Background: an optimization exercise with open tools, aiming at small area. Do not read the settings as production practice.
Only simulation tests tie the RTL to the original design; equivalence was not proved.
The flow treats the clock pin as an ideal source, which a real chip does not have.
Power figures rest on the tool's default switching activity, not on a simulated workload.

**design/flow/design.v**
```verilog
module BCM_rca #(parameter N = 8) (input [N-1:0] a, b, input ci,
                                   output [N-1:0] s, output co);
  wire [N:0] c;
  assign c[0] = ci;
  genvar i;
  generate for (i = 0; i < N; i = i + 1) begin : bit_
    assign s[i]   = a[i] ^ b[i] ^ c[i];
    assign c[i+1] = (a[i] & b[i]) | (c[i] & (a[i] ^ b[i]));
  end endgenerate
  assign co = c[N];
endmodule
module BCM(input clk, rst, input pre, post,
           output signed [17:0] w, r1, r2, o1);
reg  [6:0]  l1;            
reg  [16:7] h1;            
reg         c1;            
reg         sp1;           
reg  [7:0]  l2;            
reg  [16:8] h2;            
reg         c2;
reg         sp2;
reg  [9:0]  wl;
reg  [17:10] wh;
reg         wc;
reg  [7:0]  q;             
reg  [7:0]  d1;            
reg  [12:0] m;             
reg  [12:0] dw;
reg  [2:0]  h;             
wire [15:7] r1h;
BCM_rca #(9) u_r1h (.a(h1[15:7]), .b(~{4'b0, h1[16:12]}), .ci(c1), .s(r1h), .co());
wire [16:0] t1 = {sp1, sp1 ? 9'd0 : r1h, l1};
wire [6:0]  l1n;
wire        c1n;
BCM_rca #(7) u_r1l (.a(t1[6:0]), .b(~t1[11:5]), .ci(1'b1), .s(l1n), .co(c1n));
wire [15:8] r2h;
BCM_rca #(8) u_r2h (.a(h2[15:8]), .b(~{3'b0, h2[16:12]}), .ci(c2), .s(r2h), .co());
wire [16:0] t2 = {sp2, sp2 ? 8'd0 : r2h, l2};
wire [7:0]  l2n;
wire        c2n;
BCM_rca #(8) u_r2l (.a(t2[7:0]), .b(~t2[11:4]), .ci(1'b1), .s(l2n), .co(c2n));
wire [3:0] fa = h1[15:12];
wire [3:0] fb = h2[15:12];
wire [3:0] p1, p2, p3;
wire       pc1, pc2, pc3;
BCM_rca #(4) u_m1 (.a({1'b0, fa[3:1] & {3{fb[0]}}}), .b(fa & {4{fb[1]}}),
                   .ci(1'b0), .s(p1), .co(pc1));
BCM_rca #(4) u_m2 (.a({pc1, p1[3:1]}), .b(fa & {4{fb[2]}}),
                   .ci(1'b0), .s(p2), .co(pc2));
BCM_rca #(4) u_m3 (.a({pc2, p2[3:1]}), .b(fa & {4{fb[3]}}),
                   .ci(1'b0), .s(p3), .co(pc3));
wire [7:0] prod = {pc3, p3, p2[0], p1[0], fa[0] & fb[0]};
wire post_ok = ~(h[0] | h[1] | h[2]);
wire pre_ok  = ~h[0];
wire [7:0]  ga = (post & post_ok) ? d1 : 8'd0;
wire [9:0]  gb = (pre & pre_ok) ? h1[16:7] : 10'd0;    
wire [12:0] mdiff;
BCM_rca #(13) u_ms (.a({1'b0, ga, 4'b0}), .b(~{3'b0, gb}), .ci(1'b1),
                    .s(mdiff), .co());
wire [9:0]  wln;
wire        wcn;
wire [17:10] whn, wout;
BCM_rca #(10) u_wl (.a(wl), .b(dw[9:0]), .ci(1'b0), .s(wln), .co(wcn));
BCM_rca #(8)  u_wh (.a(wh), .b({{5{dw[12]}}, dw[12:10]}), .ci(wc), .s(whn), .co());
BCM_rca #(8)  u_wo (.a(wh), .b(8'd0), .ci(wc), .s(wout), .co());
wire wclr = rst | h[0] | h[1];
always @(posedge clk) begin
  h   <= {h[1:0], rst};
  sp1 <= rst | post;
  sp2 <= rst | pre;
  l1  <= (rst | post) ? 7'd0 : l1n;
  l2  <= (rst | pre)  ? 8'd0 : l2n;
  h1  <= t1[16:7];
  h2  <= t2[16:8];
  c1  <= c1n;
  c2  <= c2n;
  q   <= prod;
  d1  <= q;
  m   <= mdiff;
  dw  <= m;
  if (wclr) begin
    wl <= 10'd0;
    wh <= 8'd0;
    wc <= 1'b0;
  end else begin
    wl <= wln;
    wh <= whn;
    wc <= wcn;
  end
end
assign w  = {wout, wl};
assign r1 = {1'b0, t1};
assign o1 = {1'b0, t1};
assign r2 = {1'b0, t2};
endmodule
```
**design/flow/flow/run.sh**
```bash
#!/bin/bash
# Standard layout, except that the port buffers use the smallest buffer
# (sky130_fd_sc_hd__buf_1) instead of the one buffer_ports picks by default.
set -euo pipefail
export BUFFER_PORTS_ARGS="-buffer_cell sky130_fd_sc_hd__buf_1"
bash standard.sh > standard.log 2>&1
```
**design/flow/standard.sh**
```bash
#!/bin/bash
# synth_recipe.tcl (not shown) runs the flow's synth.tcl, then flattens the netlist and writes it again
# the make line also repeats each setting of config.mk as NAME=value (left out here)
make -C /OpenROAD-flow-scripts/flow DESIGN_CONFIG=/design/flow/config.mk WORK_HOME=/design/flow/orfs CLKGATE_MAP_FILE= SYNTH_SCRIPT=/design/flow/synth_recipe.tcl "${@:-finish}"
```
**design/flow/config.mk**
```make
export PLATFORM = sky130hd
export DESIGN_NAME = BCM
export DESIGN_NICKNAME = BCM
export VERILOG_FILES = /design/flow/design.v
export SDC_FILE = /design/flow/constraint.sdc
export NUM_CORES = 4
export LEC_CHECK = 0
export CAP_MARGIN = 20
export CORE_MARGIN = 2
export CORE_UTILIZATION = 40
export CTS_BUF_LIST = sky130_fd_sc_hd__clkbuf_8
export SLEW_MARGIN = 20
```
**design/flow/constraint.sdc**
```tcl
create_clock -name core_clock -period 5.0 [get_ports {clk}]
set_input_delay 1.0000 -clock core_clock [delete_from_list [all_inputs] [get_ports {clk}]]
set_output_delay 1.0000 -clock core_clock [all_outputs]
set_load 0.01 [all_outputs]
```
==> results of run 1 <==
[sequential cells by signal, indices dropped and copies added, names as in the netlist, 9 cells and up]
name / count
dw: 13
m: 13
h1: 10
wl: 10
h2: 9
[per-stage QoR]
step	setup slack [ns]	utilization	cell area (um2)
5_1_grt	0.247	0.448	4790
4_1_cts	0.502	0.448	4790
6_report	0.547	0.448	4790
3_3_place_gp	0.231	0.430	4600
3_5_place_dp	0.132	0.430	4600
2_1_floorplan	0.729	-	4350
[where the power goes]
group	internal (uW)	total (uW)	switching [uW]
combinational	382	877	495
sequential	1030	1160	132
clock	239	494	254
total	1650	2530	881
[layer usage]
layer | track usage | vias to the layer above
met2 | 0.184 | 41
met5 | 0 | -
met3 | 0.0265 | 9
met1 | 0.149 | 1059
met4 | 0.0440 | 0
li1 | - | 1160
[placed cells by master (no fill, tap or decap)]
master,Yosys,final
nor3_2,1,1
and2_1,24,24
nand2_1,15,15
clkbuf_8,0,10
buf_1,0,72
xor2_1,1,1
xnor2_1,2,2
inv_1,62,62
nor4b_4,1,1
bufinv_16,0,1
clkinv_4,0,1
conb_1,1,3
nand2b_1,1,1
ha_1,24,24
dfxtp_1,102,102
or3_4,1,1
or2_2,2,2
nor2_1,41,41
xnor3_1,1,1
fa_1,53,53
clkinv_2,0,2
nor2b_1,6,6
[worst max-delay path by stage]
stage | startpoint | to | slack, ns
2_1_floorplan | pre | m[11]$_DFF_P_ | 0.73
3_3_place_gp | pre | m[11]$_DFF_P_ | 0.23
3_5_place_dp | pre | m[11]$_DFF_P_ | 0.13
4_1_cts | pre | m[11]$_DFF_P_ | 0.50
5_1_grt | pre | m[11]$_DFF_P_ | 0.25
6_report | pre | m[11]$_DFF_P_ | 0.55
[layout make-up]
cell class / count / area [um2] / area share
Inverter: 62 / 233 / 0.0486
Clock buffer: 10 / 138 / 0.0287
Timing Repair Buffer: 72 / 270 / 0.0564
Multi-Input combinational cell: 176 / 1880 / 0.393
Sequential cell: 102 / 2040 / 0.426
Clock inverter: 4 / 48.8 / 0.0102
Tap cell: 140 / 175 / 0.0366
[kinds of logic after synthesis]
family        after synthesis  synth area share
xor+xnor                    4            0.0112
flops                     102             0.470
buf+inv                    89            0.0977
other cells                 1          0.000864
simple gates               92             0.106
fa+ha+maj                  77             0.314
==> impl_metrics.yaml, run 1 <==
run_status:
  status: "no timing/DRC/antenna violations"
synth:
  synthArstFlopShare: 0
  synth.most_common_cell: "dfxtp_1"
  ys_ff_latch: 102
  synth.cell_area_mm2: 0.00434
  yosys_warnings: 1
  syn_inst: 365
  synth_top_area_frac: 0.470
  ys.flop_type: "dfxtp_1"
  ys_top_cells_by_area: "dfxtp_1 47%, fa_1 24%, ha_1 6.9%, inv_1 5.4%, buf_4 4.0%"
  synth_area_leader_cell: "dfxtp_1"
  synth_common_cells: "102 x dfxtp_1, 62 x inv_1, 53 x fa_1"
  postSynthAreaPerCell_um2: 11.9
  synth_edf_count: 0
  ys_types: 20
  seq_area_frac_synth: 0.470
worst_hold_path:
  hold_end: "d1[6]$_DFF_P_"
  min_from: "q[6]$_DFF_P_"
  hp-class: "reg -> reg"
  whs_path_depth: 0
critical_path:
  cpMostUsedCell: "fa_1"
  worstSetupPathDepth: 18
  reg2reg_from: "wl[0]$_SDFF_PP0_"
  cp-start-kind: "input port"
  max_stage_delay_ns: 0.54
  worstPathRequired_ns: 5.28
  r2r_slack_ns: 0.83
  rr_worst_depth: 14
  end_kind: "flop"
  path_delay_family: "adder cells"
  path_cells: "buf_1 > nor2b_1 > nand2_1 > ha_1 > ha_1 > ha_1 > fa_1 > fa_1 > fa_1 > inv_1 > fa_1 > fa_1 > inv_1 > fa_1 > inv_1 > ha_1 > ha_1 > inv_1"
  path_buf_inv: 5
  cp_slowest_cell: "nor2b_1"
  crit_path_max_fanout: 11
  worstReg2RegEnd: "wl[9]$_SDFF_PP0_"
  arrival_ns: 4.74
  worstSetupPathType: "in -> reg"
drt:
  drt_iter0_markers: 21
  avgRoutedWirePerCell_um: 10.8
  dr.max_layer_used: "met4"
  drcViolationCount: 0
  met1_length_um: 2850
  route.met2.wl_um: 2900
  firstDrtPassIters: 4
  via_per_inst: 4.01
  wl_um: 6090
  dr_total_vias: 2269
  ant_nets: 0
  wl_met3_um: 250
power_and_ir_drop:
  total_power_uw: 2530
  leakage_uw: 0.00211
  powerDensity_mw_per_mm2: 529
  ir_drop_mv: 0.292
placed_design:
  portBuffers: 72
  gp_congestion: 0.747
  place_inst: 552
  dp_hpwl_um: 4910
sta:
  finalSetupViolCount: 0
  worst_slew_pin_slew_ns: 0.655
  layout_worst_path_cycle_share: 0.891
  maxSlewViolCount: 0
  fin_tns_setup_ns: 0
  final_hold_viol_count: 0
  timing.fmax_mhz: 225
  fin_skew_ns: 0.0169
  finalCriticalPeriod_ns: 4.45
  rsz0062_at_grt: "no"
  relSlewSlack: 0.563
  whs_ns: 0.320
die:
  die_w_um: 108
  initial_core_util: 0.406
  num_rows: 38
  core_region_area_mm2: 0.0107
  ios: 76
  fp.dieArea_mm2: 0.0117
  fp.dieH_um: 108
cts:
  clkTransAtPathRegs_ns: 0.10
  cts_hold_buf: 0
  cts_tree: "yes"
  cts.sinks: 102
  clock_latency_ns: 0.35
  cts_root_buf: "clkbuf_8"
  cts_resized: 0
  h-tree-depth: 3
  cts_buffers: 9
  clk_path_buf_depth: 2
  cts_setup_buffers: 0
finish:
  final_cells: 566
  fillCellCount: 1004
  fin_nets: 504
  area_growth_syn_to_layout_pct: 10.3
  antenna_cells: 0
  drive_above_1_share: 0.0446
grt:
  grt_pass1_vias: 2279
  grt_max_degree: 16
  grtUsageTotal: 0.114
  grt_pass1_wl_um: 10200
  antenna_found_initial: 0
  overflow: 0
job:
  maxCapViolCount: 0
==> inputs of run 2 (changes only) <==
==> design/flow/flow/run.sh (replaced) <==
#!/bin/bash
set -euo pipefail
export BUFFER_PORTS_ARGS="-buffer_cell sky130_fd_sc_hd__buf_1"
export CTS_ARGS="-sink_clustering_enable -repair_clock_nets -dont_use_dummy_load -buf_list sky130_fd_sc_hd__clkbuf_8 -sink_clustering_size 30"
bash standard.sh > standard.log 2>&1
==> run 2 against run 1 <==
Effect of this change: still clean; die area stayed put; flip-flop and latch count stayed put; maximum frequency is 0.22% lower; global-route usage hardly changed; critical path depth stayed put; first-iteration DRC count is 4.8% higher; clock skew is 0.012 ns higher; final area is 1.3% lower; critical path type unchanged; critical endpoint unchanged.
==> impl_metrics.yaml, run 2 <==
synth:
  ys_types: 20
  yosys_warnings: 1
  seq_area_frac_synth: 0.470
  postSynthAreaPerCell_um2: 11.9
  synth_top_area_frac: 0.470
  synthArstFlopShare: 0
  synth_edf_count: 0
  synth.most_common_cell: "dfxtp_1"
  ys.flop_type: "dfxtp_1"
  syn_inst: 365
  synth_common_cells: "102 x dfxtp_1, 62 x inv_1, 53 x fa_1"
  ys_ff_latch: 102
  ys_top_cells_by_area: "dfxtp_1 47%, fa_1 24%, ha_1 6.9%, inv_1 5.4%, buf_4 4.0%"
  synth_area_leader_cell: "dfxtp_1"
  synth.cell_area_mm2: 0.00434
cts:
  h-tree-depth: 3
  cts.sinks: 102
  clock_latency_ns: 0.35
  clk_path_buf_depth: 2
  cts_tree: "yes"
  cts_resized: 0
  clkTransAtPathRegs_ns: 0.10
  cts_hold_buf: 0
  cts_root_buf: "clkbuf_8"
  cts_setup_buffers: 0
  cts_buffers: 9
power_and_ir_drop:
  powerDensity_mw_per_mm2: 514
  internal_power_uw: 1570
  clockPowerShare: 0.162
  ir_drop_mv: 0.284
  comb_power_share: 0.360
  switching_power_uw: 857
  leakage_uw: 0.00207
  switching_share: 0.353
  seqPwrFrac: 0.478
finish:
  drive_above_1_share: 0.0333
  fillCellCount: 1013
  final_area_mm2: 0.00473
  antenna_cells: 0
  final_util: 0.442
  reg.largest.list: "dw: 13 flops, m: 13 flops"
  fin_nets: 504
  final_common_cell: "dfxtp_1"
  mostFrequentLayoutCells: "102 x dfxtp_1, 72 x buf_1, 62 x inv_1"
  area_growth_syn_to_layout_pct: 8.88
critical_path:
  cp-start-kind: "input port"
  reg2reg_from: "wl[0]$_SDFF_PP0_"
  worstSetupPathType: "in -> reg"
  rr_worst_depth: 14
  end_kind: "flop"
  worstReg2RegEnd: "wl[9]$_SDFF_PP0_"
  r2r_slack_ns: 0.84
  worstPathRequired_ns: 5.27
  arrival_ns: 4.73
  crit_path_max_fanout: 11
die:
  die_w_um: 108
  num_rows: 38
  fp.dieH_um: 108
  fp.dieArea_mm2: 0.0117
  core_region_area_mm2: 0.0107
  initial_core_util: 0.406
  ios: 76
job:
  maxCapViolCount: 0
drt:
  wl_um: 6020
  firstDrtPassIters: 4
  dr_total_vias: 2281
  avgRoutedWirePerCell_um: 10.7
  drt_iter0_markers: 22
  drcViolationCount: 0
  via_per_inst: 4.07
  ant_nets: 0
sta:
  timing.fmax_mhz: 224
  rsz0062_at_grt: "no"
  finalSetupViolCount: 0
  layout_setup_ws_ns: 0.538
  final_hold_viol_count: 0
  worst_slew_pin_slew_ns: 0.650
  whs_ns: 0.309
  fin_skew_ns: 0.0289
  relSlewSlack: 0.566
  layout_worst_path_cycle_share: 0.892
  maxSlewViolCount: 0
  fin_tns_setup_ns: 0
  finalCriticalPeriod_ns: 4.46
placed_design:
  post_dp_cell_area_mm2: 0.00460
  dp_hpwl_um: 4910
  portBuffers: 72
  gp_congestion: 0.747
  place_ws_ns: 0.132
grt:
  grt_pass1_wl_um: 10200
  overflow: 0
  grtUsageTotal: 0.113
  grt_pass1_vias: 2271
  antenna_found_initial: 0
  grt_max_degree: 16
worst_hold_path:
  min_from: "q[6]$_DFF_P_"
  hp-class: "reg -> reg"
  whs_path_depth: 0
  hold_end: "d1[6]$_DFF_P_"
run_status:
  status: "no timing/DRC/antenna violations"
run 2: cell counts after synthesis:
Identical to the previous run, type by type.
run 2: stage by stage:
step / std cells / power [uW]
after floorplan: 367 / 1860
after global placement: 552 / 2030
after detailed placement: 552 / 2090
after CTS: 561 / 2490
after global routing: 561 / 2700
final: 561 / 2430
run 2: final cells by class:
class | instances | area (um2) | share of cell area
Multi-Input combinational cell | 176 | 1880 | 0.398
Sequential cell | 102 | 2040 | 0.432
Tap cell | 140 | 175 | 0.0371
Clock buffer | 9 | 124 | 0.0262
Inverter | 62 | 233 | 0.0492
Timing Repair Buffer | 72 | 270 | 0.0572
run 2: how the worst max path moves through the flow:
stage	to	cells past startpoint	from	slack (ns)
after floorplan	m[11]$_DFF_P_	18	pre	0.73
after global placement	m[11]$_DFF_P_	18	pre	0.23
after detailed placement	m[11]$_DFF_P_	18	pre	0.13
after CTS	m[11]$_DFF_P_	18	pre	0.49
after global routing	m[11]$_DFF_P_	18	pre	0.24
final	m[11]$_DFF_P_	18	pre	0.54
run 2: power groups by stage:
stage          Combinational, uW  Sequential (uW)  Clock [uW]
6_report                     875             1160         394
4_1_cts                      905             1170         417
2_1_floorplan                681             1180           0
5_1_grt                     1060             1200         447
3_3_place_gp                 848             1180           0
3_5_place_dp                 899             1190           0
run 2: logic make-up (layout without fill, tap and decap cells):
logic type | count (synthesis) | count (layout) | share of synthesized area
XOR/XNOR | 4 | 4 | 0.0112
other | 1 | 3 | 0.000864
flip-flops | 102 | 102 | 0.470
buffers and inverters | 89 | 143 | 0.0977
adder cells (fa/ha/maj) | 77 | 77 | 0.314
AND/OR/NAND/NOR | 92 | 92 | 0.106
run 2: critical path, stage by stage:
cell and delay (ns):
buf_1 0.08, nor2b_1 0.54, nand2_1 0.12, ha_1 0.23, ha_1 0.18, ha_1 0.19, fa_1 0.38, fa_1 0.39
fa_1 0.36, inv_1 0.07, fa_1 0.18, fa_1 0.16, inv_1 0.05, fa_1 0.35, inv_1 0.06, ha_1 0.13
ha_1 0.22, inv_1 0.06
run 2: routing by layer:
layer / GRT usage / wire length (um) / part of all wire / up-vias
met4: 0.0513 / 82 / 0.014 / 0
met5: 0 / 0 / 0 / -
met3: 0.0247 / 256 / 0.043 / 8
met2: 0.179 / 2870 / 0.48 / 44
met1: 0.150 / 2810 / 0.47 / 1075
li1: - / - / - / 1154
==> inputs of run 3 (changes only) <==
==> design/flow/flow/run.sh (replaced) <==
#!/bin/bash
set -euo pipefail
export BUFFER_PORTS_ARGS="-buffer_cell sky130_fd_sc_hd__buf_1"
export CTS_ARGS="-sink_clustering_enable -repair_clock_nets -dont_use_dummy_load -buf_list sky130_fd_sc_hd__clkbuf_16 -sink_clustering_size 100 -sink_clustering_max_diameter 500"
bash standard.sh > standard.log 2>&1
==> run 3 against run 2 <==
Effect of this change: hold slack better by 0.0047 ns; clock-buffer cell count unchanged; area after synthesis unchanged; die area unchanged; power up 7.5%; routed wire length up 0.68%; final cell count unchanged; combinational power about the same; first-iteration DRC count unchanged; core utilization up 0.95 points; maximum frequency down 0.61%; sequential power about the same; largest cell class unchanged; highest routed layer unchanged.
==> impl_metrics.yaml, run 3 <==
placed_design:
  place_ws_ns: 0.132
  portBuffers: 72
  gp_congestion: 0.747
  dp_hpwl_um: 4910
synth:
  seq_area_frac_synth: 0.470
  synth.most_common_cell: "dfxtp_1"
  ys_ff_latch: 102
  syn_inst: 365
  ys.flop_type: "dfxtp_1"
  ys_top_cells_by_area: "dfxtp_1 47%, fa_1 24%, ha_1 6.9%, inv_1 5.4%, buf_4 4.0%"
  yosys_warnings: 1
  postSynthAreaPerCell_um2: 11.9
  synth.cell_area_mm2: 0.00434
  ys_types: 20
  synth_area_leader_cell: "dfxtp_1"
  synth_common_cells: "102 x dfxtp_1, 62 x inv_1, 53 x fa_1"
  synth_top_area_frac: 0.470
  synth_edf_count: 0
  synthArstFlopShare: 0
power_and_ir_drop:
  ir_drop_mv: 0.264
  leakage_uw: 0.00212
  comb_power_share: 0.335
  internal_power_uw: 1730
  switching_power_uw: 882
  total_power_uw: 2610
  seqPwrFrac: 0.446
  switching_share: 0.338
  powerDensity_mw_per_mm2: 541
  clockPowerShare: 0.219
drt:
  firstDrtPassIters: 4
  drcViolationCount: 0
  drt_iter0_markers: 22
  dr_total_vias: 2266
  avgRoutedWirePerCell_um: 10.8
  wl_um: 6060
  via_per_inst: 4.04
  ant_nets: 0
cts:
  cts_buffers: 9
  cts_tree: "yes"
  cts.sinks: 102
  cts_root_buf: "clkbuf_16"
  clock_latency_ns: 0.33
  cts_setup_buffers: 0
  clk_path_buf_depth: 2
  clkTransAtPathRegs_ns: 0.07
  h-tree-depth: 3
  cts_resized: 0
  cts_hold_buf: 0
sta:
  rsz0062_at_grt: "no"
  fin_tns_setup_ns: 0
  timing.fmax_mhz: 223
  layout_worst_path_cycle_share: 0.898
  finalSetupViolCount: 0
  maxSlewViolCount: 0
  final_hold_viol_count: 0
  finalCriticalPeriod_ns: 4.49
  worst_slew_pin_slew_ns: 0.677
  layout_setup_ws_ns: 0.510
  relSlewSlack: 0.548
  whs_ns: 0.314
  fin_skew_ns: 0.0175
grt:
  antenna_found_initial: 0
  grt_max_degree: 16
  grt_pass1_vias: 2274
  grtUsageTotal: 0.114
  overflow: 0
  grt_pass1_wl_um: 10200
die:
  fp.dieArea_mm2: 0.0117
  fp.dieH_um: 108
  ios: 76
  die_w_um: 108
  core_region_area_mm2: 0.0107
  initial_core_util: 0.406
  num_rows: 38
finish:
  fillCellCount: 998
  drive_above_1_share: 0.0333
  antenna_cells: 0
  final_util: 0.451
  final_common_cell: "dfxtp_1"
  fin_nets: 504
  area_growth_syn_to_layout_pct: 11.2
  mostFrequentLayoutCells: "102 x dfxtp_1, 72 x buf_1, 62 x inv_1"
  reg.largest.list: "dw: 13 flops, m: 13 flops"
critical_path:
  arrival_ns: 4.76
  worstSetupPathType: "in -> reg"
  crit_path_max_fanout: 11
  worstPathRequired_ns: 5.27
  cp_slowest_cell: "nor2b_1"
  crit_path_start: "pre"
  max_stage_delay_ns: 0.56
  cp-start-kind: "input port"
  reg2reg_from: "wl[0]$_SDFF_PP0_"
  path_delay_family: "adder cells"
  cpMostUsedCell: "fa_1"
  path_buf_inv: 5
  path_cells: "buf_1 > nor2b_1 > nand2_1 > ha_1 > ha_1 > ha_1 > fa_1 > fa_1 > fa_1 > inv_1 > fa_1 > fa_1 > inv_1 > fa_1 > inv_1 > ha_1 > ha_1 > inv_1"
  end_kind: "flop"
worst_hold_path:
  hp-class: "reg -> reg"
  min_from: "q[6]$_DFF_P_"
job:
  maxCapViolCount: 0
run_status:
  status: "no timing/DRC/antenna violations"
-- run 3: changes by cell type in the layout (fill, tap and decap cells not counted) --
cell | before | now
clkbuf_16 | 0 | 9
clkbuf_8 | 9 | 0
-- run 3: metal layers --
metal / up-vias / share of wire / global-route usage
met5: - / 0 / 0
li1: 1153 / - / -
met3: 8 / 0.041 / 0.0229
met4: 0 / 0.018 / 0.0568
met1: 1062 / 0.47 / 0.150
met2: 43 / 0.47 / 0.181
-- run 3: path summary, 6_finish.rpt --
path / slack, ns / depth (start not counted) / to
min: 0.31 / 0 / d1[6]$_DFF_P_
min reg2reg: 0.31 / 0 / d1[6]$_DFF_P_
max: 0.51 / 18 / m[11]$_DFF_P_
max reg2reg: 0.85 / 14 / wl[9]$_SDFF_PP0_
-- run 3: logic make-up (layout without fill, tap and decap cells) --
family                     count (synthesis)  after routing  synth area share
xor gates and xnor gates                   4              4            0.0112
adders and majority gates                 77             77             0.314
other                                      1              3          0.000864
DFF                                      102            102             0.470
and+or+nand+nor                           92             92             0.106
buffers and inverters                     89            143            0.0977
-- run 3: cell type report --
cell class                 count  area, um2  share of cell area
sequential                   102       2040               0.423
multi-input combinational    176       1880               0.390
timing repair buffer          72        270              0.0560
inverter                      62        233              0.0482
clock buffer                   9        225              0.0466
tap                          140        175              0.0363
-- run 3: through the flow --
stage | cells | instance area, um2
2_1_floorplan | 367 | 4350
3_3_place_gp | 552 | 4600
3_5_place_dp | 552 | 4600
4_1_cts | 561 | 4830
5_1_grt | 561 | 4830
6_report | 561 | 4830
-- run 3: power by group through the flow --
stage	Sequential, uW	Combinational, uW	Clock (uW)
finish	1160	876	573
global route	1200	1060	625
CTS	1170	905	595
detailed placement	1190	899	0
global placement	1180	848	0
floorplan	1180	681	0
==> inputs of run 4 (changes only) <==
==> design/flow/flow/run.sh (replaced) <==
#!/bin/bash
set -euo pipefail
export BUFFER_PORTS_ARGS="-buffer_cell sky130_fd_sc_hd__buf_1"
export CTS_ARGS="-sink_clustering_enable -repair_clock_nets -dont_use_dummy_load -root_buf sky130_fd_sc_hd__clkbuf_8 -buf_list sky130_fd_sc_hd__clkbuf_4"
bash standard.sh > standard.log 2>&1
==> run 4 against run 3 <==
Effect of this change: still clean; synthesized cell count did not move; core utilization fell by 0.95 points; hold slack got worse by 0.0047 ns; flip-flop and latch count did not move; via count rose by 0.66%; maximum frequency rose by 0.61%; critical path type unchanged; highest routed layer unchanged.
==> impl_metrics.yaml, run 4 <==
finish:
  mostFrequentLayoutCells: "102 x dfxtp_1, 72 x buf_1, 62 x inv_1"
  final_area_mm2: 0.00473
  antenna_cells: 0
  drive_above_1_share: 0.0333
  fin_nets: 504
  area_growth_syn_to_layout_pct: 8.88
  reg.largest.list: "dw: 13 flops, m: 13 flops"
  fillCellCount: 1013
  final_common_cell: "dfxtp_1"
cts:
  cts_resized: 0
  cts_hold_buf: 0
  cts_root_buf: "clkbuf_8"
  clk_path_buf_depth: 2
  clkTransAtPathRegs_ns: 0.10
  clock_latency_ns: 0.35
  cts_tree: "yes"
  cts_setup_buffers: 0
  cts_buffers: 9
  h-tree-depth: 3
  cts.sinks: 102
run_status:
  status: "no timing/DRC/antenna violations"
grt:
  grtUsageTotal: 0.113
  overflow: 0
  grt_pass1_wl_um: 10200
  grt_max_degree: 16
  antenna_found_initial: 0
  grt_pass1_vias: 2271
sta:
  finalSetupViolCount: 0
  maxSlewViolCount: 0
  relSlewSlack: 0.566
  layout_worst_path_cycle_share: 0.892
  finalCriticalPeriod_ns: 4.46
  rsz0062_at_grt: "no"
  fin_skew_ns: 0.0289
  fin_tns_setup_ns: 0
  final_hold_viol_count: 0
  worst_slew_pin_slew_ns: 0.650
  timing.fmax_mhz: 224
critical_path:
  cpMostUsedCell: "fa_1"
  path_buf_inv: 5
  rr_worst_depth: 14
  max_stage_delay_ns: 0.54
  crit_path_max_fanout: 11
  reg2reg_from: "wl[0]$_SDFF_PP0_"
  cp-start-kind: "input port"
  cp_slowest_cell: "nor2b_1"
  arrival_ns: 4.73
  end_kind: "flop"
  path_delay_family: "adder cells"
  r2r_slack_ns: 0.84
  worstReg2RegEnd: "wl[9]$_SDFF_PP0_"
  worstPathRequired_ns: 5.27
  worstSetupPathType: "in -> reg"
  path_cells: "buf_1 > nor2b_1 > nand2_1 > ha_1 > ha_1 > ha_1 > fa_1 > fa_1 > fa_1 > inv_1 > fa_1 > fa_1 > inv_1 > fa_1 > inv_1 > ha_1 > ha_1 > inv_1"
die:
  fp.dieH_um: 108
  ios: 76
  fp.dieArea_mm2: 0.0117
  initial_core_util: 0.406
  die_w_um: 108
  core_region_area_mm2: 0.0107
  num_rows: 38
worst_hold_path:
  hp-class: "reg -> reg"
  hold_end: "d1[6]$_DFF_P_"
  whs_path_depth: 0
  min_from: "q[6]$_DFF_P_"
synth:
  ys.flop_type: "dfxtp_1"
  synth.most_common_cell: "dfxtp_1"
  syn_inst: 365
  synth_common_cells: "102 x dfxtp_1, 62 x inv_1, 53 x fa_1"
  ys_ff_latch: 102
  synth.cell_area_mm2: 0.00434
  ys_top_cells_by_area: "dfxtp_1 47%, fa_1 24%, ha_1 6.9%, inv_1 5.4%, buf_4 4.0%"
  synth_area_leader_cell: "dfxtp_1"
  synth_top_area_frac: 0.470
  ys_types: 20
  yosys_warnings: 1
  postSynthAreaPerCell_um2: 11.9
  seq_area_frac_synth: 0.470
  synth_edf_count: 0
  synthArstFlopShare: 0
drt:
  wl_um: 6020
  drcViolationCount: 0
  firstDrtPassIters: 4
  dr_total_vias: 2281
  via_per_inst: 4.07
  ant_nets: 0
  avgRoutedWirePerCell_um: 10.7
  drt_iter0_markers: 22
placed_design:
  portBuffers: 72
  gp_congestion: 0.747
  post_dp_cell_area_mm2: 0.00460
  dp_hpwl_um: 4910
power_and_ir_drop:
  leakage_uw: 0.00207
  powerDensity_mw_per_mm2: 514
  ir_drop_mv: 0.284
job:
  maxCapViolCount: 0
[run 4: cell count changes in the layout (fill, tap and decap cells not counted)]
cell | before | now
clkbuf_8 | 0 | 9
clkbuf_16 | 9 | 0
[run 4: power by group]
group / internal (uW) / leakage [uW] / switching (uW) / total [uW]
Combinational: 381 / 0.00117 / 494 / 875
Sequential: 1030 / 0.000837 / 132 / 1160
Clock: 162 / 0.0000647 / 232 / 394
Total: 1570 / 0.00207 / 857 / 2430
[run 4: layout make-up]
type,instances,area (um2),share of cell area
repair buffers,72,270,0.0572
clock buffers,9,124,0.0262
multi-input cells,176,1880,0.398
flip-flops and latches,102,2040,0.432
well taps,140,175,0.0371
inverters,62,233,0.0492
[run 4: per-layer routing]
| layer | vias up | part of all wire | global-route usage |
|---|---|---|---|
| met5 | - | 0 | 0 |
| met4 | 0 | 0.014 | 0.0513 |
| met3 | 8 | 0.043 | 0.0247 |
| met2 | 44 | 0.48 | 0.179 |
| met1 | 1075 | 0.47 | 0.150 |
| li1 | 1154 | - | - |
[run 4: worst max-delay path by stage]
| stage | endpoint | depth (start not counted) | start |
|---|---|---|---|
| after global placement | m[11]$_DFF_P_ | 18 | pre |
| after floorplan | m[11]$_DFF_P_ | 18 | pre |
| after global routing | m[11]$_DFF_P_ | 18 | pre |
| after CTS | m[11]$_DFF_P_ | 18 | pre |
| final | m[11]$_DFF_P_ | 18 | pre |
| after detailed placement | m[11]$_DFF_P_ | 18 | pre |
[run 4: cell families after synthesis]
family / Yosys count / synth area share
adders and majority gates: 77 / 0.314
xor gates and xnor gates: 4 / 0.0112
buffers and inverters: 89 / 0.0977
other: 1 / 0.000864
DFF: 102 / 0.470
and+or+nand+nor: 92 / 0.106
[run 4: through the flow]
stage           util  total power [uW]  instances  hold WS, ns  worst slack (ns)
2_1_floorplan      -              1860        367        0.310             0.729
3_3_place_gp   0.430              2030        552        0.310             0.231
3_5_place_dp   0.430              2090        552        0.312             0.132
4_1_cts        0.442              2490        561        0.309             0.494
5_1_grt        0.442              2700        561        0.313             0.236
6_report       0.442              2430        561        0.309             0.538
[run 4: worst register-to-register path: cells and delay by family, from the launching register on]
family / cells / cell delay (ns)
flops: 1 / 0.32
fa+ha+maj: 10 / 3.47
simple gates: 1 / 0.10
buf+inv: 3 / 0.20
==> inputs of run 5 (changes only) <==
==> design/flow/run.sh (new file) <==
#!/bin/bash
# synth_recipe.tcl (not shown) runs the flow's synth.tcl, then flattens the netlist and writes it again
# the make line also repeats each setting of config.mk as NAME=value (left out here)
make -C /OpenROAD-flow-scripts/flow DESIGN_CONFIG=/design/flow/config.mk WORK_HOME=/design/flow/orfs CLKGATE_MAP_FILE= SYNTH_SCRIPT=/design/flow/synth_recipe.tcl finish
removed: design/flow/flow/run.sh
removed: design/flow/standard.sh
==> run 5 against run 4 <==
Effect of this change: still clean on timing, DRC and antenna; final area grew 12%; synthesized cell count is the same; core utilization rose by 5.4 points.
==> impl_metrics.yaml, run 5 <==
drt:
  avgRoutedWirePerCell_um: 11.0
  drt_iter0_markers: 34
  ant_nets: 0
  via_per_inst: 4.15
  wl_um: 6230
  drcViolationCount: 0
  met1_length_um: 2830
  dr_total_vias: 2358
  route.met2.wl_um: 3040
  dr.max_layer_used: "met4"
  firstDrtPassIters: 3
  wl_met3_um: 304
finish:
  fin_nets: 505
  fillCellCount: 983
  reg.largest.list: "dw: 13 flops, m: 13 flops"
  final_area_mm2: 0.00530
  ff_latch_area_mm2: 0.00204
  final_util: 0.496
  mostFrequentLayoutCells: "102 x dfxtp_1, 72 x clkdlybuf4s50_1, 63 x inv_1"
  final_common_cell: "dfxtp_1"
  area_growth_syn_to_layout_pct: 22.1
  drive_above_1_share: 0.0514
  antenna_cells: 0
  multi_input_area_mm2: 0.00189
placed_design:
  gp_congestion: 0.786
  dp_hpwl_um: 4980
  portBuffers: 72
  post_dp_cell_area_mm2: 0.00507
sta:
  rsz0062_at_grt: "no"
  fin_skew_ns: 0.00989
  fin_tns_setup_ns: 0
  maxSlewViolCount: 0
  timing.fmax_mhz: 213
  final_hold_viol_count: 0
  layout_worst_path_cycle_share: 0.939
  worst_slew_pin_slew_ns: 0.681
  finalSetupViolCount: 0
  relSlewSlack: 0.544
  finalCriticalPeriod_ns: 4.69
job:
  maxCapViolCount: 0
critical_path:
  cp-start-kind: "flop"
  worstSetupPathType: "reg -> out"
  arrival_ns: 3.69
  crit_path_max_fanout: 6
  end_kind: "primary output"
  r2r_slack_ns: 0.90
  worstPathRequired_ns: 4.00
die:
  ios: 76
  fp.dieArea_mm2: 0.0117
  initial_core_util: 0.406
  fp.dieH_um: 108
  die_w_um: 108
  num_rows: 38
  core_region_area_mm2: 0.0107
cts:
  cts_tree: "yes"
  cts_setup_buffers: 0
  cts_root_buf: "clkbuf_8"
  h-tree-depth: 3
  clkTransAtPathRegs_ns: 0.09
  cts_buffers: 9
  clock_latency_ns: 0.35
  cts.sinks: 102
  clk_path_buf_depth: 2
synth:
  ys_top_cells_by_area: "dfxtp_1 47%, fa_1 24%, ha_1 6.9%, inv_1 5.4%, buf_4 4.0%"
  synth_edf_count: 0
  syn_inst: 365
  postSynthAreaPerCell_um2: 11.9
  synth.cell_area_mm2: 0.00434
  synth_common_cells: "102 x dfxtp_1, 62 x inv_1, 53 x fa_1"
  synth_top_area_frac: 0.470
  seq_area_frac_synth: 0.470
  ys_types: 20
  synthArstFlopShare: 0
  yosys_warnings: 1
  ys.flop_type: "dfxtp_1"
  ys_ff_latch: 102
  synth.most_common_cell: "dfxtp_1"
  synth_area_leader_cell: "dfxtp_1"
power_and_ir_drop:
  ir_drop_mv: 0.286
  leakage_uw: 0.00230
  powerDensity_mw_per_mm2: 522
grt:
  grt_max_degree: 16
  overflow: 0
  grtUsageTotal: 0.119
  grt_pass1_wl_um: 10600
  antenna_found_initial: 0
  grt_pass1_vias: 2327
run_status:
  status: "no timing/DRC/antenna violations"
worst_hold_path:
  hp-class: "reg -> reg"
-- run 5: cell types whose count changed in the layout (fill, tap and decap cells not counted), moves of 2 or more --
cell / previous run / this run
bufinv_16: 0 / 2
buf_1: 72 / 0
clkbuf_8: 9 / 11
clkdlybuf4s50_1: 0 / 72
nor2_1: 41 / 39
nor2_2: 0 / 2
-- run 5: layer usage --
| metal | global-route usage | up-vias |
|---|---|---|
| met1 | 0.155 | 1148 |
| met3 | 0.0464 | 5 |
| met5 | 0 | - |
| met4 | 0.0366 | 0 |
| met2 | 0.185 | 48 |
| li1 | - | 1157 |
-- run 5: what timing repair did --
item / CTS / global route
gates resized for setup: 0 / 2
endpoints found under the setup margin: 0 / 4
hold buffers: 0 / 0
-- run 5: per-stage QoR --
stage	hold WS [ns]	worst slack (ns)	cells	power (uW)
2_1_floorplan	0.310	0.729	367	1860
3_3_place_gp	0.310	0.119	553	2210
3_5_place_dp	0.312	0.0670	553	2250
4_1_cts	0.321	0.175	568	2830
5_1_grt	0.334	0.0293	568	3050
6_report	0.319	0.307	568	2770
-- run 5: critical path: stages, from the launching register on --
cell and delay, ns:
dfxtp_1 0.35, inv_1 0.13, fa_1 0.40, fa_1 0.36, inv_1 0.08, fa_1 0.18
fa_1 0.16, inv_1 0.05, fa_1 0.36, inv_1 0.07, ha_1 0.14, ha_1 0.15
ha_1 0.16, xnor2_1 0.07, nor2_2 0.13, clkdlybuf4s50_1 0.56
-- run 5: layout make-up --
class                      count  share of cell area
clock buffer                  11              0.0286
clock inverter                 4              0.0135
multi-input combinational    176               0.356
sequential                   102               0.385
timing repair buffer          73               0.140
inverter                      62              0.0439
tap                          140              0.0330
-- run 5: logic make-up after synthesis --
group | count (synthesis) | synth area share
DFF | 102 | 0.470
and+or+nand+nor | 92 | 0.106
buffers and inverters | 89 | 0.0977
other | 1 | 0.000864
xor gates and xnor gates | 4 | 0.0112
adders and majority gates | 77 | 0.314
-- run 5: power by group --
part	total, uW	internal, uW	switching, uW	leakage [uW]
Combinational	1040	547	495	0.00135
Sequential	1170	1030	136	0.000837
Clock	560	305	255	0.000113
-- run 5: worst paths after layout --
path	start	end	cells after the start
max	h1[12]$_DFF_P_	r1[15]	15
min	m[7]$_DFF_P_	dw[7]$_DFF_P_	0
max reg2reg	wl[0]$_SDFF_PP0_	wl[9]$_SDFF_PP0_	14
min reg2reg	m[7]$_DFF_P_	dw[7]$_DFF_P_	0
==> inputs of run 6 (changes only) <==
==> design/flow/flow/run.sh (new file) <==
#!/bin/bash
# Standard layout with three changes:
#  - the port buffers use the smallest buffer (sky130_fd_sc_hd__buf_1)
#    instead of the one buffer_ports picks by default;
#  - clock tree synthesis does not add dummy loads;
#  - Yosys's synth runs without its generic abc pass (-noabc), so the
#    full-adder extraction sees the adders as the RTL writes them.
# Each tool's output goes to the ORFS logs under orfs/logs, and the whole
# make output to standard.log.
set -euo pipefail
export BUFFER_PORTS_ARGS="-buffer_cell sky130_fd_sc_hd__buf_1"
export CTS_ARGS="-sink_clustering_enable -repair_clock_nets -dont_use_dummy_load -buf_list sky130_fd_sc_hd__clkbuf_8 -sink_clustering_size 30"
export SYNTH_ARGS="-noabc"
bash standard.sh > standard.log 2>&1
==> design/flow/standard.sh (new file) <==
#!/bin/bash
# synth_recipe.tcl (not shown) runs the flow's synth.tcl, then flattens the netlist and writes it again
# the make line also repeats each setting of config.mk as NAME=value (left out here)
make -C /OpenROAD-flow-scripts/flow DESIGN_CONFIG=/design/flow/config.mk WORK_HOME=/design/flow/orfs CLKGATE_MAP_FILE= SYNTH_SCRIPT=/design/flow/synth_recipe.tcl "${@:-finish}"
removed: design/flow/run.sh
==> run 6 against run 5 <==
Effect of this change: still clean on timing, DRC and antenna; sequential power about the same; non-clock buffer count decreased by 1; routed wire length decreased by 6.3%; largest power group unchanged.
==> impl_metrics.yaml, run 6 <==
critical_path:
  max_stage_delay_ns: 0.44
  cp_slowest_cell: "fa_1"
  end_kind: "primary output"
  crit_path_start: "h1[7]$_DFF_P_"
  worstReg2RegEnd: "wl[9]$_SDFF_PP0_"
  r2r_slack_ns: 0.71
  path_buf_inv: 2
  cp-start-kind: "flop"
  path_cells: "inv_1 > fa_1 > fa_1 > fa_1 > fa_1 > fa_1 > ha_1 > ha_1 > ha_1 > xnor2_1 > nor2_2 > buf_1"
  reg2reg_from: "wl[0]$_SDFF_PP0_"
  crit_path_max_fanout: 3
  rr_worst_depth: 11
  worstPathRequired_ns: 4.00
  path_delay_family: "adder cells"
  cpMostUsedCell: "fa_1"
  worstSetupPathType: "reg -> out"
  arrival_ns: 3.72
finish:
  fillCellCount: 995
  area_growth_syn_to_layout_pct: 8.82
  drive_above_1_share: 0.0348
  fin_nets: 485
  mostFrequentLayoutCells: "102 x dfxtp_1, 72 x buf_1, 53 x fa_1"
  final_common_cell: "dfxtp_1"
  final_cells: 538
  antenna_cells: 0
  reg.largest.list: "dw: 13 flops, m: 13 flops"
synth:
  syn_inst: 347
  ys_types: 21
  yosys_warnings: 1
  postSynthAreaPerCell_um2: 12.3
  synth.most_common_cell: "dfxtp_1"
  synth_area_leader_cell: "dfxtp_1"
  synth.cell_area_mm2: 0.00428
  seq_area_frac_synth: 0.477
  synth_common_cells: "102 x dfxtp_1, 53 x fa_1, 43 x inv_1"
  synth_edf_count: 0
  synthArstFlopShare: 0
  ys_top_cells_by_area: "dfxtp_1 48%, fa_1 25%, ha_1 7.0%, and2_1 4.7%, buf_4 3.9%"
  ys.flop_type: "dfxtp_1"
  ys_ff_latch: 102
  synth_top_area_frac: 0.477
worst_hold_path:
  hold_end: "dw[7]$_DFF_P_"
  min_from: "m[7]$_DFF_P_"
  hp-class: "reg -> reg"
  whs_path_depth: 0
die:
  initial_core_util: 0.413
  fp.dieH_um: 107
  die_w_um: 107
  num_rows: 37
  ios: 76
  fp.dieArea_mm2: 0.0116
  core_region_area_mm2: 0.0104
grt:
  grt_pass1_wl_um: 10100
  grt_max_degree: 20
  overflow: 0
  antenna_found_initial: 0
  grt_pass1_vias: 2207
  grtUsageTotal: 0.114
cts:
  cts_root_buf: "clkbuf_8"
  clock_latency_ns: 0.35
  cts_tree: "yes"
  clk_path_buf_depth: 2
  h-tree-depth: 3
  cts_buffers: 9
  clkTransAtPathRegs_ns: 0.08
  cts.sinks: 102
sta:
  maxSlewViolCount: 0
  fin_skew_ns: 0.0249
  finalCriticalPeriod_ns: 4.72
  rsz0062_at_grt: "no"
  relSlewSlack: 0.608
  worst_slew_pin_slew_ns: 0.587
  fin_tns_setup_ns: 0
  timing.fmax_mhz: 212
  final_hold_viol_count: 0
  finalSetupViolCount: 0
  layout_worst_path_cycle_share: 0.944
power_and_ir_drop:
  powerDensity_mw_per_mm2: 518
  total_power_uw: 2420
  ir_drop_mv: 0.327
  leakage_uw: 0.00204
placed_design:
  place_inst: 529
  portBuffers: 72
  dp_hpwl_um: 4710
  gp_congestion: 0.760
drt:
  drt_iter0_markers: 51
  avgRoutedWirePerCell_um: 10.9
  wl_um: 5840
  dr_total_vias: 2214
  via_per_inst: 4.12
  drcViolationCount: 0
  ant_nets: 0
  firstDrtPassIters: 3
job:
  maxCapViolCount: 0
run_status:
  status: "no timing/DRC/antenna violations"
==> run 6: cell count changes after synthesis, sizes merged, moves of 2 or more <==
cell / previous run / this run
clkbuf: 1 / 4
buf: 26 / 24
nor2b: 6 / 2
and2: 24 / 32
inv: 62 / 43
nand2: 15 / 11
==> run 6: metrics by stage <==
step	hold WS [ns]	setup WS, ns	area, um2	util
2_1_floorplan	0.310	0.406	4290	-
3_3_place_gp	0.311	0.246	4540	0.437
3_5_place_dp	0.312	0.187	4540	0.437
4_1_cts	0.313	0.161	4660	0.449
5_1_grt	0.327	0.0200	4660	0.450
6_report	0.315	0.278	4660	0.450
==> run 6: cell families (layout without fill, tap and decap cells) <==
| logic type | count (synthesis) | after routing | synth area share |
|---|---|---|---|
| flip-flops | 102 | 102 | 0.477 |
| AND/OR/NAND/NOR | 92 | 92 | 0.110 |
| adder cells (fa/ha/maj) | 77 | 77 | 0.318 |
| buffers and inverters | 71 | 124 | 0.0835 |
| XOR/XNOR | 4 | 4 | 0.0114 |
| other | 1 | 3 | 0.000875 |
==> run 6: worst max path at each step <==
stage                               end  slack (ns)  depth (start not counted)
after floorplan           m[11]$_DFF_P_        0.41                         16
after global placement    m[11]$_DFF_P_        0.25                         16
after detailed placement  m[11]$_DFF_P_        0.19                         16
after CTS                        o1[15]        0.16                         12
after global routing             o1[15]        0.02                         12
final                            o1[15]        0.28                         12
==> run 6: per-layer routing <==
metal | track usage | vias to the layer above | wire, um | share of wire
met3 | 0.0333 | 9 | 257 | 0.044
met5 | 0 | - | 0 | 0
met1 | 0.140 | 1049 | 2610 | 0.45
met4 | 0.0467 | 0 | 90 | 0.015
met2 | 0.186 | 45 | 2880 | 0.49
li1 | - | 1111 | - | -
==> run 6: final cells by class <==
cell class                      instances  area (um2)  share of cell area
Multi-Input combinational cell        176        1890               0.406
Sequential cell                       102        2040               0.438
Inverter                               43         161              0.0346
Timing Repair Buffer                   72         270              0.0580
Tap cell                              136         170              0.0365
Clock buffer                            9         124              0.0266
==> run 6: power breakdown <==
group	internal, uW	leakage, uW	switching (uW)
logic	377	0.00113	486
registers	1030	0.000837	134
clock network	162	0.0000647	228
total	1570	0.00204	847
==> run 6: what timing repair did <==
item,4_1_cts,5_1_grt
buffers inserted,0,0
setup endpoints to repair,0,2
endpoints found under the hold margin,0,0
hold buffers,0,0
resized for setup,0,1
==> run 6: worst reg2reg max path, delay by kind of cell (launching register included) <==
kind                       cells  cell delay (ns)
adders and majority gates     10             3.74
DFF                            1             0.32
and+or+nand+nor                1             0.14
==> inputs of run 7 (changes only) <==
--- a/design/flow/design.v
+++ b/design/flow/design.v
@@ -15,3 +15,3 @@
 reg  [16:7] h1;            
-reg         c1;            
+reg         b1;            
 reg         sp1;           
@@ -19,3 +19,3 @@
 reg  [16:8] h2;            
-reg         c2;
+reg         b2;
 reg         sp2;
@@ -30,3 +30,3 @@
 wire [15:7] r1h;
-BCM_rca #(9) u_r1h (.a(h1[15:7]), .b(~{4'b0, h1[16:12]}), .ci(c1), .s(r1h), .co());
+BCM_rca #(9) u_r1h (.a(h1[15:7]), .b(~{4'b0, h1[16:12]}), .ci(~b1), .s(r1h), .co());
 wire [16:0] t1 = {sp1, sp1 ? 9'd0 : r1h, l1};
@@ -36,3 +36,3 @@
 wire [15:8] r2h;
-BCM_rca #(8) u_r2h (.a(h2[15:8]), .b(~{3'b0, h2[16:12]}), .ci(c2), .s(r2h), .co());
+BCM_rca #(8) u_r2h (.a(h2[15:8]), .b(~{3'b0, h2[16:12]}), .ci(~b2), .s(r2h), .co());
 wire [16:0] t2 = {sp2, sp2 ? 8'd0 : r2h, l2};
@@ -57,4 +57,11 @@
 wire [12:0] mdiff;
-BCM_rca #(13) u_ms (.a({1'b0, ga, 4'b0}), .b(~{3'b0, gb}), .ci(1'b1),
-                    .s(mdiff), .co());
+assign mdiff[0] = gb[0];
+assign mdiff[1] = gb[1] ^ gb[0];
+assign mdiff[2] = gb[2] ^ (gb[1] | gb[0]);
+assign mdiff[3] = gb[3] ^ (gb[2] | gb[1] | gb[0]);
+wire        mbor = |gb[3:0];
+wire [12:4] nmh;
+BCM_rca #(9) u_ms (.a(~{1'b0, ga}), .b({3'b0, gb[9:4]}), .ci(mbor),
+                   .s(nmh), .co());
+assign mdiff[12:4] = ~nmh;
 wire [9:0]  wln;
@@ -74,4 +81,4 @@
   h2  <= t2[16:8];
-  c1  <= c1n;
-  c2  <= c2n;
+  b1  <= ~c1n;
+  b2  <= ~c2n;
   q   <= prod;
==> run 7 against run 6 <==
Effect of this change: clock skew down 0.0019 ns; clock-buffer cell count is the same; final cell count shrank 1.1%; sequential power barely moved; critical endpoint is now r1[15]; critical path depth unchanged; clock power about the same; first-iteration DRC count decreased by 33%; critical path type unchanged; still clean on timing, DRC and antenna; die area fell by 0.42%; hold slack about the same; largest cell class unchanged.
==> impl_metrics.yaml, run 7 <==
run_status:
  status: "no timing/DRC/antenna violations"
worst_hold_path:
  hold_end: "dw[3]$_DFF_P_"
  min_from: "m[3]$_DFF_P_"
  whs_path_depth: 0
  hp-class: "reg -> reg"
synth:
  synthArstFlopShare: 0
  ys_top_cells_by_area: "dfxtp_1 48%, fa_1 25%, ha_1 6.5%, and2_1 4.7%, buf_4 3.9%"
  synth_area_leader_cell: "dfxtp_1"
  ys_ff_latch: 102
  synth_edf_count: 0
  synth_common_cells: "102 x dfxtp_1, 53 x fa_1, 41 x nor2_1"
  seq_area_frac_synth: 0.479
  ys_types: 26
  synth_top_area_frac: 0.479
  yosys_warnings: 1
  synth.most_common_cell: "dfxtp_1"
  ys.flop_type: "dfxtp_1"
  syn_inst: 340
  synth.cell_area_mm2: 0.00427
  postSynthAreaPerCell_um2: 12.5
placed_design:
  post_dp_cell_area_mm2: 0.00452
  portBuffers: 72
  gp_congestion: 0.797
  dp_hpwl_um: 4840
critical_path:
  reg2reg_from: "wl[0]$_SDFF_PP0_"
  path_cells: "inv_1 > fa_1 > fa_2 > fa_1 > fa_1 > fa_1 > ha_1 > ha_1 > ha_1 > xnor2_1 > nor2_1 > buf_2"
  cp-start-kind: "flop"
  r2r_slack_ns: 0.67
  cpMostUsedCell: "fa_1"
  max_stage_delay_ns: 0.44
  rr_worst_depth: 11
  crit_path_max_fanout: 5
  worstSetupPathType: "reg -> out"
  cp_slowest_cell: "fa_1"
  worstPathRequired_ns: 4.00
  arrival_ns: 3.74
  worstReg2RegEnd: "wl[9]$_SDFF_PP0_"
  end_kind: "primary output"
die:
  core_region_area_mm2: 0.0103
  ios: 76
  num_rows: 37
  initial_core_util: 0.413
  die_w_um: 107
  fp.dieH_um: 107
  fp.dieArea_mm2: 0.0115
cts:
  cts.sinks: 102
  clock_latency_ns: 0.35
  cts_hold_buf: 0
  h-tree-depth: 3
  cts_tree: "yes"
  clk_path_buf_depth: 2
  cts_setup_buffers: 0
  clkTransAtPathRegs_ns: 0.09
  cts_buffers: 9
  cts_root_buf: "clkbuf_8"
finish:
  fin_nets: 477
  mostFrequentLayoutCells: "101 x dfxtp_1, 70 x buf_1, 52 x fa_1"
  final_common_cell: "dfxtp_1"
  final_area_mm2: 0.00465
  antenna_cells: 0
  multi_input_area_mm2: 0.00191
  reg.largest.list: "dw: 13 flops, m: 13 flops"
  ff_latch_area_mm2: 0.00204
  drive_above_1_share: 0.0480
  area_growth_syn_to_layout_pct: 9.12
  fillCellCount: 981
sta:
  worst_slew_pin_slew_ns: 0.528
  maxSlewViolCount: 0
  rsz0062_at_grt: "no"
  timing.fmax_mhz: 211
  finalSetupViolCount: 0
  relSlewSlack: 0.647
  layout_worst_path_cycle_share: 0.948
  finalCriticalPeriod_ns: 4.74
  fin_skew_ns: 0.0229
  fin_tns_setup_ns: 0
  final_hold_viol_count: 0
grt:
  grt_pass1_vias: 2283
  grt_max_degree: 20
  overflow: 0
  antenna_found_initial: 0
  grtUsageTotal: 0.118
  grt_pass1_wl_um: 10500
drt:
  via_per_inst: 4.22
  ant_nets: 0
  firstDrtPassIters: 4
  dr_total_vias: 2247
  wl_um: 5960
  drcViolationCount: 0
  avgRoutedWirePerCell_um: 11.2
  drt_iter0_markers: 34
power_and_ir_drop:
  ir_drop_mv: 0.276
  leakage_uw: 0.00199
  powerDensity_mw_per_mm2: 516
job:
  maxCapViolCount: 0
==> run 7: kinds of logic after synthesis <==
group,synth area share
buffers and inverters,0.0751
AO/OA/AOI/OAI,0.00352
adder cells (fa/ha/maj),0.313
XOR/XNOR,0.0135
other,0.000879
AND/OR/NAND/NOR,0.115
flip-flops,0.479
==> run 7: repair_timing <==
| action | in CTS | in global routing |
|---|---|---|
| gates resized for setup | 0 | 5 |
| endpoints found under the setup margin | 0 | 2 |
| hold endpoints to repair | 0 | 0 |
==> run 7: worst max-delay path, delay by kind of cell (launching register included) <==
kind                       cells  cell delay [ns]
xor gates and xnor gates       1             0.13
DFF                            1             0.36
buffers and inverters          2             0.22
adders and majority gates      8             2.52
and+or+nand+nor                1             0.17
==> run 7: layout make-up <==
| class | count | share of cell area |
|---|---|---|
| Timing Repair Buffer | 73 | 0.0602 |
| Tap cell | 136 | 0.0366 |
| Inverter | 33 | 0.0266 |
| Clock buffer | 9 | 0.0266 |
| Sequential cell | 102 | 0.439 |
| Multi-Input combinational cell | 179 | 0.411 |
==> run 7: stage by stage <==
stage               hold WS [ns]  std cells  setup slack [ns]  total power [uW]   util
floorplan                  0.310        342             0.556              1840      -
global placement           0.311        523             0.461              2020  0.438
detailed placement         0.312        523             0.390              2060  0.438
CTS                        0.311        532             0.125              2450  0.450
global route               0.315        532            0.0293              2670  0.451
finish                     0.315        532             0.262              2400  0.451
==> run 7: power by group <==
part	internal (uW)	switching, uW
clock network	162	228
registers	1030	139
logic	376	466
==> run 7: how the worst max path moves through the flow <==
stage,start,end,cells after the start
3_3_place_gp,pre,m[11]$_DFF_P_,15
2_1_floorplan,pre,m[11]$_DFF_P_,15
4_1_cts,h1[7]$_DFF_P_,r1[15],12
3_5_place_dp,pre,m[11]$_DFF_P_,15
5_1_grt,h1[7]$_DFF_P_,r1[15],12
6_report,h1[7]$_DFF_P_,r1[15],12
==> run 7: per-layer routing <==
layer | track usage | share of wire | routed length (um) | vias up
li1 | - | - | - | 1107
met1 | 0.150 | 0.45 | 2690 | 1082
met2 | 0.193 | 0.49 | 2910 | 52
met3 | 0.0333 | 0.049 | 290 | 6
met4 | 0.0390 | 0.013 | 75 | 0
met5 | 0 | 0 | 0 | -
==> inputs of run 8 (changes only) <==
--- a/design/flow/flow/run.sh
+++ b/design/flow/flow/run.sh
@@ -13,2 +13,3 @@
 export SYNTH_ARGS="-noabc"
+export PRE_CTS_TCL="$PWD/flow/prects.tcl"
 bash standard.sh > standard.log 2>&1
==> design/flow/flow/prects.tcl (new file) <==
set_max_fanout 32 [current_design]
==> run 8 against run 7 <==
Effect of this change: highest routed layer unchanged; hold slack is the same; via count is the same; routed wire length is the same; clock-buffer cell count is the same; final cell count is the same; first-iteration DRC count is the same; core utilization is the same; maximum frequency is the same.
==> impl_metrics.yaml, run 8 <==
power_and_ir_drop:
  ir_drop_mv: 0.276
  powerDensity_mw_per_mm2: 516
  leakage_uw: 0.00199
placed_design:
  dp_hpwl_um: 4840
  gp_congestion: 0.797
  post_dp_cell_area_mm2: 0.00452
  place_ws_ns: 0.390
  portBuffers: 72
sta:
  layout_worst_path_cycle_share: 0.948
  layout_setup_ws_ns: 0.262
  maxSlewViolCount: 0
  fin_skew_ns: 0.0229
  final_hold_viol_count: 0
  finalSetupViolCount: 0
  timing.fmax_mhz: 211
  fin_tns_setup_ns: 0
  rsz0062_at_grt: "no"
  worst_slew_pin_slew_ns: 0.528
  relSlewSlack: 0.647
  finalCriticalPeriod_ns: 4.74
die:
  num_rows: 37
  initial_core_util: 0.413
  core_region_area_mm2: 0.0103
  fp.dieH_um: 107
  fp.dieArea_mm2: 0.0115
  die_w_um: 107
  ios: 76
finish:
  final_util: 0.451
  mostFrequentLayoutCells: "101 x dfxtp_1, 70 x buf_1, 52 x fa_1"
  area_growth_syn_to_layout_pct: 9.12
  drive_above_1_share: 0.0480
  fin_nets: 477
  ff_latch_area_mm2: 0.00204
  reg.largest.list: "dw: 13 flops, m: 13 flops"
  final_common_cell: "dfxtp_1"
  multi_input_area_mm2: 0.00191
  final_area_mm2: 0.00465
  fillCellCount: 981
  antenna_cells: 0
critical_path:
  worstSetupPathType: "reg -> out"
  arrival_ns: 3.74
  end_kind: "primary output"
  crit_path_max_fanout: 5
  worstPathRequired_ns: 4.00
  cp-start-kind: "flop"
synth:
  syn_inst: 340
  ys_top_cells_by_area: "dfxtp_1 48%, fa_1 25%, ha_1 6.5%, and2_1 4.7%, buf_4 3.9%"
  seq_area_frac_synth: 0.479
  synth.cell_area_mm2: 0.00427
  ys_ff_latch: 102
  ys_types: 26
  yosys_warnings: 1
  ys.flop_type: "dfxtp_1"
  postSynthAreaPerCell_um2: 12.5
  synth_common_cells: "102 x dfxtp_1, 53 x fa_1, 41 x nor2_1"
  synth_edf_count: 0
  synthArstFlopShare: 0
  synth_top_area_frac: 0.479
  synth_area_leader_cell: "dfxtp_1"
  synth.most_common_cell: "dfxtp_1"
cts:
  cts.sinks: 102
  cts_tree: "yes"
  clock_latency_ns: 0.35
  cts_setup_buffers: 0
  cts_hold_buf: 0
  cts_resized: 0
  clkTransAtPathRegs_ns: 0.09
  cts_buffers: 9
drt:
  dr_total_vias: 2247
  firstDrtPassIters: 4
  avgRoutedWirePerCell_um: 11.2
  via_per_inst: 4.22
  ant_nets: 0
  drcViolationCount: 0
  drt_iter0_markers: 34
  wl_um: 5960
run_status:
  status: "no timing/DRC/antenna violations"
grt:
  grtUsageTotal: 0.118
  overflow: 0
  antenna_found_initial: 0
  grt_pass1_vias: 2283
  grt_max_degree: 20
  grt_pass1_wl_um: 10500
worst_hold_path:
  hp-class: "reg -> reg"
job:
  maxCapViolCount: 0
[run 8: cell counts after synthesis]
No cell type changed its count.
[run 8: final timing paths]
path	depth (start not counted)	endpoint	slack, ns	startpoint
max reg2reg	11	wl[9]$_SDFF_PP0_	0.67	wl[0]$_SDFF_PP0_
min reg2reg	0	dw[3]$_DFF_P_	0.31	m[3]$_DFF_P_
min	0	dw[3]$_DFF_P_	0.31	m[3]$_DFF_P_
max	12	r1[15]	0.26	h1[7]$_DFF_P_
[run 8: area by class of cell]
cell class | count | area share
Sequential cell | 102 | 0.439
Multi-Input combinational cell | 179 | 0.411
Timing Repair Buffer | 73 | 0.0602
Tap cell | 136 | 0.0366
Clock buffer | 9 | 0.0266
Inverter | 33 | 0.0266
[run 8: critical path: stages (launching register included)]
cell	delay, ns
dfxtp_2	0.36
inv_1	0.06
fa_1	0.44
fa_2	0.35
fa_1	0.39
fa_1	0.39
fa_1	0.38
ha_1	0.20
ha_1	0.18
ha_1	0.19
xnor2_1	0.13
nor2_1	0.17
buf_2	0.16
[run 8: cells by family (layout without fill, tap and decap cells)]
family / Yosys count / in the layout / synth area share
flops: 102 / 102 / 0.479
simple gates: 94 / 94 / 0.115
fa+ha+maj: 75 / 75 / 0.313
buf+inv: 61 / 115 / 0.0751
xor+xnor: 5 / 5 / 0.0135
compound gates: 2 / 2 / 0.00352
other cells: 1 / 3 / 0.000879
[run 8: routing by layer]
layer	wire, um	track usage
met4	75	0.0390
met5	0	0
met1	2690	0.150
met2	2910	0.193
met3	290	0.0333
[run 8: metrics by stage]
stage / cells / hold slack, ns / power [uW]
floorplan: 342 / 0.310 / 1840
global placement: 523 / 0.311 / 2020
detailed placement: 523 / 0.312 / 2060
CTS: 532 / 0.311 / 2450
global route: 532 / 0.315 / 2670
finish: 532 / 0.315 / 2400
[run 8: power breakdown]
| group | switching [uW] | total [uW] | internal [uW] |
|---|---|---|---|
| Clock | 228 | 390 | 162 |
| Sequential | 139 | 1170 | 1030 |
| Combinational | 466 | 842 | 376 |
==> inputs of run 9 (changes only) <==
--- a/design/flow/flow/run.sh
+++ b/design/flow/flow/run.sh
@@ -13,3 +13,2 @@
 export SYNTH_ARGS="-noabc"
-export PRE_CTS_TCL="$PWD/flow/prects.tcl"
 bash standard.sh > standard.log 2>&1
--- a/design/flow/config.mk
+++ b/design/flow/config.mk
@@ -9,3 +9,3 @@
 export CORE_MARGIN = 2
-export CORE_UTILIZATION = 40
+export CORE_UTILIZATION = 75
 export CTS_BUF_LIST = sky130_fd_sc_hd__clkbuf_8
removed: design/flow/flow/prects.tcl
==> run 9 against run 8 <==
Effect of this change: clock power barely moved; global-route usage rose by 12 points; highest routed layer unchanged; synthesized cell count did not move; still clean; critical endpoint is now o1[15]; register-to-register slack got worse by 0.16 ns; routed wire length rose by 10%; non-clock buffer count did not move; final cell count fell by 12%; core utilization rose by 38 points; power rose by 2.3%.
==> impl_metrics.yaml, run 9 <==
placed_design:
  portBuffers: 72
  gp_congestion: 0.824
  post_dp_cell_area_mm2: 0.00444
  dp_hpwl_um: 4780
grt:
  grt_max_degree: 20
  grt_pass1_vias: 2407
  overflow: 0
  antenna_found_initial: 0
  grtUsageTotal: 0.241
  grt_pass1_wl_um: 11000
synth:
  postSynthAreaPerCell_um2: 12.5
  seq_area_frac_synth: 0.479
  synth_top_area_frac: 0.479
  ys_types: 26
  ys.flop_type: "dfxtp_1"
  yosys_warnings: 1
  synth_area_leader_cell: "dfxtp_1"
  syn_inst: 340
  ys_ff_latch: 102
  synth.cell_area_mm2: 0.00427
  synth_common_cells: "102 x dfxtp_1, 53 x fa_1, 41 x nor2_1"
  synth_edf_count: 0
  ys_top_cells_by_area: "dfxtp_1 48%, fa_1 25%, ha_1 6.5%, and2_1 4.7%, buf_4 3.9%"
  synthArstFlopShare: 0
  synth.most_common_cell: "dfxtp_1"
finish:
  final_area_mm2: 0.00457
  area_growth_syn_to_layout_pct: 7.13
  final_common_cell: "dfxtp_1"
  reg.largest.list: "dw: 13 flops, m: 13 flops"
  final_util: 0.830
  mostFrequentLayoutCells: "102 x dfxtp_1, 71 x buf_1, 53 x fa_1"
  fillCellCount: 302
  drive_above_1_share: 0.0404
  fin_nets: 477
  antenna_cells: 0
cts:
  cts_buffers: 9
  cts_resized: 0
  clkTransAtPathRegs_ns: 0.09
  clock_latency_ns: 0.35
  h-tree-depth: 3
  cts_setup_buffers: 0
  cts_hold_buf: 0
  clk_path_buf_depth: 2
  cts.sinks: 102
  cts_tree: "yes"
  cts_root_buf: "clkbuf_8"
die:
  fp.dieArea_mm2: 0.00631
  num_rows: 27
  core_region_area_mm2: 0.00551
  ios: 76
  die_w_um: 79.4
  initial_core_util: 0.775
  fp.dieH_um: 79.4
critical_path:
  worstSetupPathType: "reg -> out"
  end_kind: "primary output"
  cp-start-kind: "flop"
  worstPathRequired_ns: 4.00
  arrival_ns: 3.85
  crit_path_max_fanout: 5
sta:
  layout_worst_path_cycle_share: 0.970
  finalCriticalPeriod_ns: 4.85
  finalSetupViolCount: 0
  relSlewSlack: 0.611
  fin_skew_ns: 0.0168
  timing.fmax_mhz: 206
  maxSlewViolCount: 0
  final_hold_viol_count: 0
  rsz0062_at_grt: "yes"
  fin_tns_setup_ns: 0
  whs_ns: 0.321
  worst_slew_pin_slew_ns: 0.582
drt:
  firstDrtPassIters: 4
  drt_iter0_markers: 67
  drcViolationCount: 0
  via_per_inst: 4.92
  ant_nets: 0
  dr_total_vias: 2301
  avgRoutedWirePerCell_um: 14.1
  wl_um: 6590
worst_hold_path:
  hp-class: "reg -> reg"
power_and_ir_drop:
  ir_drop_mv: 0.416
  total_power_uw: 2450
  leakage_uw: 0.00199
  powerDensity_mw_per_mm2: 537
job:
  maxCapViolCount: 0
run_status:
  status: "no timing/DRC/antenna violations"
run 9: changes by cell type in the layout (fill, tap and decap cells not counted):
cell     delta
buf_1       +1
fa_1        +1
buf_2       -1
fa_2        -1
dfxtp_2     -1
dfxtp_1     +1
run 9: cell families (layout without fill, tap and decap cells):
kind of cell    count (synthesis)  after routing  synth area share
flops                         102            102             0.479
simple gates                   94             94             0.115
fa+ha+maj                      75             75             0.313
buf+inv                        61            115            0.0751
xor+xnor                        5              5            0.0135
compound gates                  2              2           0.00352
other cells                     1              3          0.000879
run 9: final cells by class:
class	count	area (um2)	share of cell area
inverters	33	124	0.0271
clock buffers	9	124	0.0271
well taps	72	90.1	0.0197
flip-flops and latches	102	2040	0.447
repair buffers	73	279	0.0611
multi-input cells	179	1910	0.418
run 9: stage by stage:
stage	instances	setup slack (ns)
final	468	0.152
after global routing	468	-0.0219
after CTS	468	0.145
after detailed placement	459	0.343
after global placement	459	0.475
after floorplan	342	0.556
run 9: critical path: stages, from the launching register on:
cell	delay (ns)
dfxtp_1	0.38
inv_1	0.08
fa_1	0.43
fa_1	0.38
fa_1	0.40
fa_1	0.40
fa_1	0.37
ha_1	0.20
ha_1	0.19
ha_1	0.19
xnor2_1	0.12
nor2_1	0.18
buf_1	0.18
run 9: final timing paths:
kind | slack [ns] | from | end | cells after the start
hold / removal | 0.32 | m[4]$_DFF_P_ | dw[4]$_DFF_P_ | 0
setup / recovery | 0.15 | h1[7]$_DFF_P_ | o1[15] | 12
hold reg to reg | 0.32 | m[4]$_DFF_P_ | dw[4]$_DFF_P_ | 0
setup reg to reg | 0.51 | wl[0]$_SDFF_PP0_ | wl[9]$_SDFF_PP0_ | 11
run 9: per-layer routing:
layer / track usage / part of all wire
met1: 0.290 / 0.41
met2: 0.428 / 0.53
met3: 0.0407 / 0.034
met4: 0.103 / 0.019
met5: 0 / 0
run 9: power breakdown:
part	total (uW)	switching (uW)	leakage (uW)	internal [uW]
clock	390	228	0.0000647	162
sequential	1180	146	0.000837	1030
combinational	889	495	0.00109	394
total	2450	869	0.00199	1590

-- what the ideal ports hide --
The flow's constraints put no driver on any port. The routed layouts listed below were extracted and timed again, unchanged, in two steps.
Step 1 sets driving cells, clkbuf_16 on the clock port and buf_2 on the other inputs (assumed; they add their load-dependent delay and slew).
Step 2, shift: input delay + t, output delay - t, t = (earliest + latest rising clock arrival at the registers) / 2. This alone moves slack from input paths to output paths.
Three values: no drivers, after step 1, after step 2; two values: the first two.
run	t, ns	slack for setup (ns)
run 1	0.369	0.547 / 0.556 / 0.186
run 2	0.363	0.538 / 0.546 / 0.183
run 3	0.361	0.510 / 0.523 / 0.162
run 4	0.363	0.538 / 0.546 / 0.183
run 5	0.382	0.307 / 0.274 / 0.084
run 6	0.373	0.278 / 0.246 / 0.224
run 7	0.366	0.262 / 0.231 / 0.343
run 8	0.366	0.262 / 0.231 / 0.343
run 9	0.370	0.152 / 0.124 / 0.286
After both steps every run listed still meets setup and hold.
